This design comes from an exercise in tuning for small area and a short achievable clock period on the open sky130 flow, not from production work. Only simulation tests tie the RTL to the original design; equivalence was not proved. Power and IR drop assume default switching activity.

Setup of run E:
Design processador, start of the top module:
module processador(clk, iin, resetn, outProcessador);
input clk, resetn;
input [15:0] iin;
output [15:0] outProcessador;
reg [1:0] cont;
reg [2:0] hop;           
reg [7:0] sel;           
reg [15:0] X, Y;
wire [2:0] op = iin[15:13];
wire [2:0] rx = iin[12:10];
wire [2:0] ry = iin[9:7];
wire c0 = (cont == 2'd0);
wire c3 = (cont == 2'd3);
wire rep = (op == 3'b011) || (op == 3'b110);
wire [2:0] eop = rep ? hop : op;     
always @(posedge clk) begin
	if (!resetn) cont <= 2'd0;
	else cont <= cont + 2'd1;
end
always @(posedge clk) begin
	if (!resetn) hop <= 3'b000;
	else if (c0 && !rep) hop <= op;
end
wire [7:0] rx_oh = 8'd1 << rx;
wire [7:0] ry_oh = 8'd1 << ry;
wire e_mov = (eop == 3'b100) || (eop == 3'b111);
always @(posedge clk)
	sel <= (c0 && e_mov) ? 8'd0 : rx_oh;
wire [7:0] rsel = c0 ? ry_oh : sel;
wire [15:0] rq [0:7];
genvar g;
generate for (g = 0; g < 8; g = g + 1) begin : R
	reg [15:0] q;
	always @(posedge clk)
		if (c3 && resetn && sel[g]) q <= X;
	assign rq[g] = q;
end endgenerate
wire [15:0] rd = ({16{rsel[0]}} & rq[0]) | ({16{rsel[1]}} & rq[1]) |
                 ({16{rsel[2]}} & rq[2]) | ({16{rsel[3]}} & rq[3]) |
                 ({16{rsel[4]}} & rq[4]) | ({16{rsel[5]}} & rq[5]) |
                 ({16{rsel[6]}} & rq[6]) | ({16{rsel[7]}} & rq[7]);
wire h_sub = (hop == 3'b001);
wire h_nan = (hop == 3'b010);
wire h_ldi = (hop == 3'b101);
wire go = (cont == 2'd1);
reg k_inv, k_sub, k_nan, k_ldi, k_pass;
always @(posedge clk) begin
	k_inv  <= c0 & (eop == 3'b001);
	k_sub  <= go & h_sub;
	k_nan  <= go & h_nan;
	k_ldi  <= go & h_ldi;
	k_pass <= ~go;
end
wire [15:0] imm = {{6{iin[9]}}, iin[9:0]};
wire [15:0] sum = X + Y + {15'd0, k_sub};
reg [15:0] alu;
always @(*) begin
	if (k_pass) alu = Y ^ {16{k_inv}};
	else if (k_ldi) alu = imm;
	else if (k_nan) alu = ~(X & Y);
	else alu = sum;
end
always @(posedge clk) begin
	Y <= rd;
	X <= alu;
end
assign outProcessador = X;
endmodule
Size: roughly 540 cells after synthesis, roughly 180 flip-flops, roughly 34 I/O pins, roughly 0.0074 mm² of cells after synthesis.
==> module processador, before the edit <==
module processador(clk, iin, resetn, outProcessador);
input clk, resetn;
input [15:0] iin;
output [15:0] outProcessador;
reg [1:0] cont;
reg [2:0] hop;           
reg [7:0] sel;           
reg [15:0] X, Y;
wire [2:0] op = iin[15:13];
wire [2:0] rx = iin[12:10];
wire [2:0] ry = iin[9:7];
wire c0 = (cont == 2'd0);
wire c3 = (cont == 2'd3);
wire rep = (op == 3'b011) || (op == 3'b110);
wire [2:0] eop = rep ? hop : op;     
always @(posedge clk) begin
	if (!resetn) cont <= 2'd0;
	else cont <= cont + 2'd1;
end
always @(posedge clk) begin
	if (!resetn) hop <= 3'b000;
	else if (c0 && !rep) hop <= op;
end
wire [7:0] rx_oh = 8'd1 << rx;
wire [7:0] ry_oh = 8'd1 << ry;
wire e_mov = (eop == 3'b100) || (eop == 3'b111);
always @(posedge clk)
	sel <= (c0 && e_mov) ? 8'd0 : rx_oh;
wire [7:0] rsel = c0 ? ry_oh : sel;
wire [15:0] rq [0:7];
genvar g;
generate for (g = 0; g < 8; g = g + 1) begin : R
	reg [15:0] q;
	always @(posedge clk)
		if (c3 && resetn && sel[g]) q <= X;
	assign rq[g] = q;
end endgenerate
wire [15:0] rd = ({16{rsel[0]}} & rq[0]) | ({16{rsel[1]}} & rq[1]) |
                 ({16{rsel[2]}} & rq[2]) | ({16{rsel[3]}} & rq[3]) |
                 ({16{rsel[4]}} & rq[4]) | ({16{rsel[5]}} & rq[5]) |
                 ({16{rsel[6]}} & rq[6]) | ({16{rsel[7]}} & rq[7]);
wire h_sub = (hop == 3'b001);
wire h_nan = (hop == 3'b010);
wire h_ldi = (hop == 3'b101);
wire go = (cont == 2'd1);
reg k_inv, k_sub, k_nan, k_ldi, k_pass;
always @(posedge clk) begin
	k_inv  <= c0 & (eop == 3'b001);
	k_sub  <= go & h_sub;
	k_nan  <= go & h_nan;
	k_ldi  <= go & h_ldi;
	k_pass <= ~go;
end
wire [15:0] imm = {{6{iin[9]}}, iin[9:0]};
wire [15:0] sum = X + Y + {15'd0, k_sub};
reg [15:0] alu;
always @(*) begin
	if (k_pass) alu = Y ^ {16{k_inv}};
	else if (k_ldi) alu = imm;
	else if (k_nan) alu = ~(X & Y);
	else alu = sum;
end
always @(posedge clk) begin
	Y <= rd;
	X <= alu;
end
assign outProcessador = X;
endmodule
clock: 7.0 ns
lec_check: 0
abc_clock_period_in_ps: 2500
cap_margin: 20
core_margin: 2
core_utilization: 55
cts_buf_list: sky130_fd_sc_hd__clkbuf_8
cts_cluster_size: 20
place_density: 0.7
setup_slack_margin: 4.6
slew_margin: 20
cts_args: -sink_clustering_enable -repair_clock_nets -sink_clustering_size 20 -buf_list sky130_fd_sc_hd__clkbuf_8 -dont_use_dummy_load
buffer_ports_args: -buffer_cell sky130_fd_sc_hd__buf_2
standard.sh (not shown) runs the stock make flow with config.mk's settings and CLKGATE_MAP_FILE= SYNTH_SCRIPT=/design/flow/synth_recipe.tcl, a recipe that flattens the netlist after the stock synthesis.
==> flow/flow/run.sh <==
#!/bin/bash
# Standard layout (the standard.sh, unchanged synthesis) with two layout
# choices added to config.mk: clock tree synthesis without dummy load cells,
# and plain buf_2 cells as the port buffers.
set -o pipefail
cat >> config.mk <<'EOT'
export CTS_ARGS = -sink_clustering_enable -repair_clock_nets -sink_clustering_size 20 -buf_list sky130_fd_sc_hd__clkbuf_8 -dont_use_dummy_load
export BUFFER_PORTS_ARGS = -buffer_cell sky130_fd_sc_hd__buf_2
EOT
bash standard.sh finish > standard.log 2>&1
diff inputs: run E => run A
--- a/flow/design.v
+++ b/flow/design.v
@@ -256,9 +256,8 @@
 wire [2:0] ry = iin[9:7];
 wire c0 = (cont == 2'd0);
 wire c3 = (cont == 2'd3);
 wire rep = (op == 3'b011) || (op == 3'b110);
-wire [2:0] eop = rep ? hop : op;     
 always @(posedge clk) begin
 	if (!resetn) cont <= 2'd0;
 	else cont <= cont + 2'd1;
 end
@@ -267,12 +266,11 @@
 	else if (c0 && !rep) hop <= op;
 end
 wire [7:0] rx_oh = 8'd1 << rx;
 wire [7:0] ry_oh = 8'd1 << ry;
-wire e_mov = (eop == 3'b100) || (eop == 3'b111);
 always @(posedge clk)
-	sel <= (c0 && e_mov) ? 8'd0 : rx_oh;
-wire [7:0] rsel = c0 ? ry_oh : sel;
+	sel <= c0 ? ry_oh : rx_oh;
+wire [7:0] rsel = c0 ? rx_oh : sel;
 wire [15:0] rq [0:7];
 genvar g;
 generate for (g = 0; g < 8; g = g + 1) begin : R
 	reg [15:0] q;
@@ -286,25 +284,26 @@
                  ({16{rsel[6]}} & rq[6]) | ({16{rsel[7]}} & rq[7]);
 wire h_sub = (hop == 3'b001);
 wire h_nan = (hop == 3'b010);
 wire h_ldi = (hop == 3'b101);
+wire h_mov = hop[2] & ~h_ldi;       
 wire go = (cont == 2'd1);
 reg k_inv, k_sub, k_nan, k_ldi, k_pass;
 always @(posedge clk) begin
-	k_inv  <= c0 & (eop == 3'b001);
+	k_inv  <= c0 & (rep ? h_sub : (op == 3'b001));
 	k_sub  <= go & h_sub;
 	k_nan  <= go & h_nan;
 	k_ldi  <= go & h_ldi;
-	k_pass <= ~go;
+	k_pass <= ~go | h_mov;
 end
 wire [15:0] imm = {{6{iin[9]}}, iin[9:0]};
-wire [15:0] sum = X + Y + {15'd0, k_sub};
+wire [15:0] sum = X + Y;
 reg [15:0] alu;
 always @(*) begin
 	if (k_pass) alu = Y ^ {16{k_inv}};
 	else if (k_ldi) alu = imm;
 	else if (k_nan) alu = ~(X & Y);
-	else alu = sum;
+	else alu = sum ^ {16{k_sub}};
 end
 always @(posedge clk) begin
 	Y <= rd;
 	X <= alu;
Endpoint arrival time on the critical path is lower on run E
Wire length: higher on run A
Setup slack in run A is smaller than in run E.
From run E to run A the numbers moved as follows: clock share of power fell by 1.7 points, net count of the finished layout up about 0.6%, core box area +0.80%, critical path depth now sits higher, met3 track demand over resource in global routing fell by 0.90 points.
On fraction of area in non-clock buffers, run E tracks run A almost exactly.
Between run A and run E, it is run A whose total power after layout is higher, by about 10%.

==> port drivers added, routing unchanged <==
No port has a modelled driver above. Below, the same layouts with a new extraction and two added sets of constraints. Step 1: set_driving_cell puts a clkbuf_16 on clk and a buf_2 on each other input, an assumption about the parent block. Step 2 moves the port delays by t, midway between the first and last clock arrival at a register: inputs arrive t later, outputs are due t later. That takes back most of the time a late clock gives input paths. Slacks: ideal ports / drivers / drivers and shift; pairs: ideal ports / drivers.
| run | shift t [ns] | slack for setup (ns) | hold WS [ns] | worst setup path after step 2 |
|---|---|---|---|---|
| run E | 0.475 | 4.645 / 4.609 / 4.202 | 0.458 / 0.458 / 0.458 | input to register |
| run A | 0.478 | 4.610 / 4.608 / 4.153 | 0.482 / 0.482 / 0.482 | input to register |
After both steps setup and hold are still met in every run listed. For run A, which loses most, drivers alone change the setup slack by -0.002 ns; drivers and shift together by -0.457 ns.
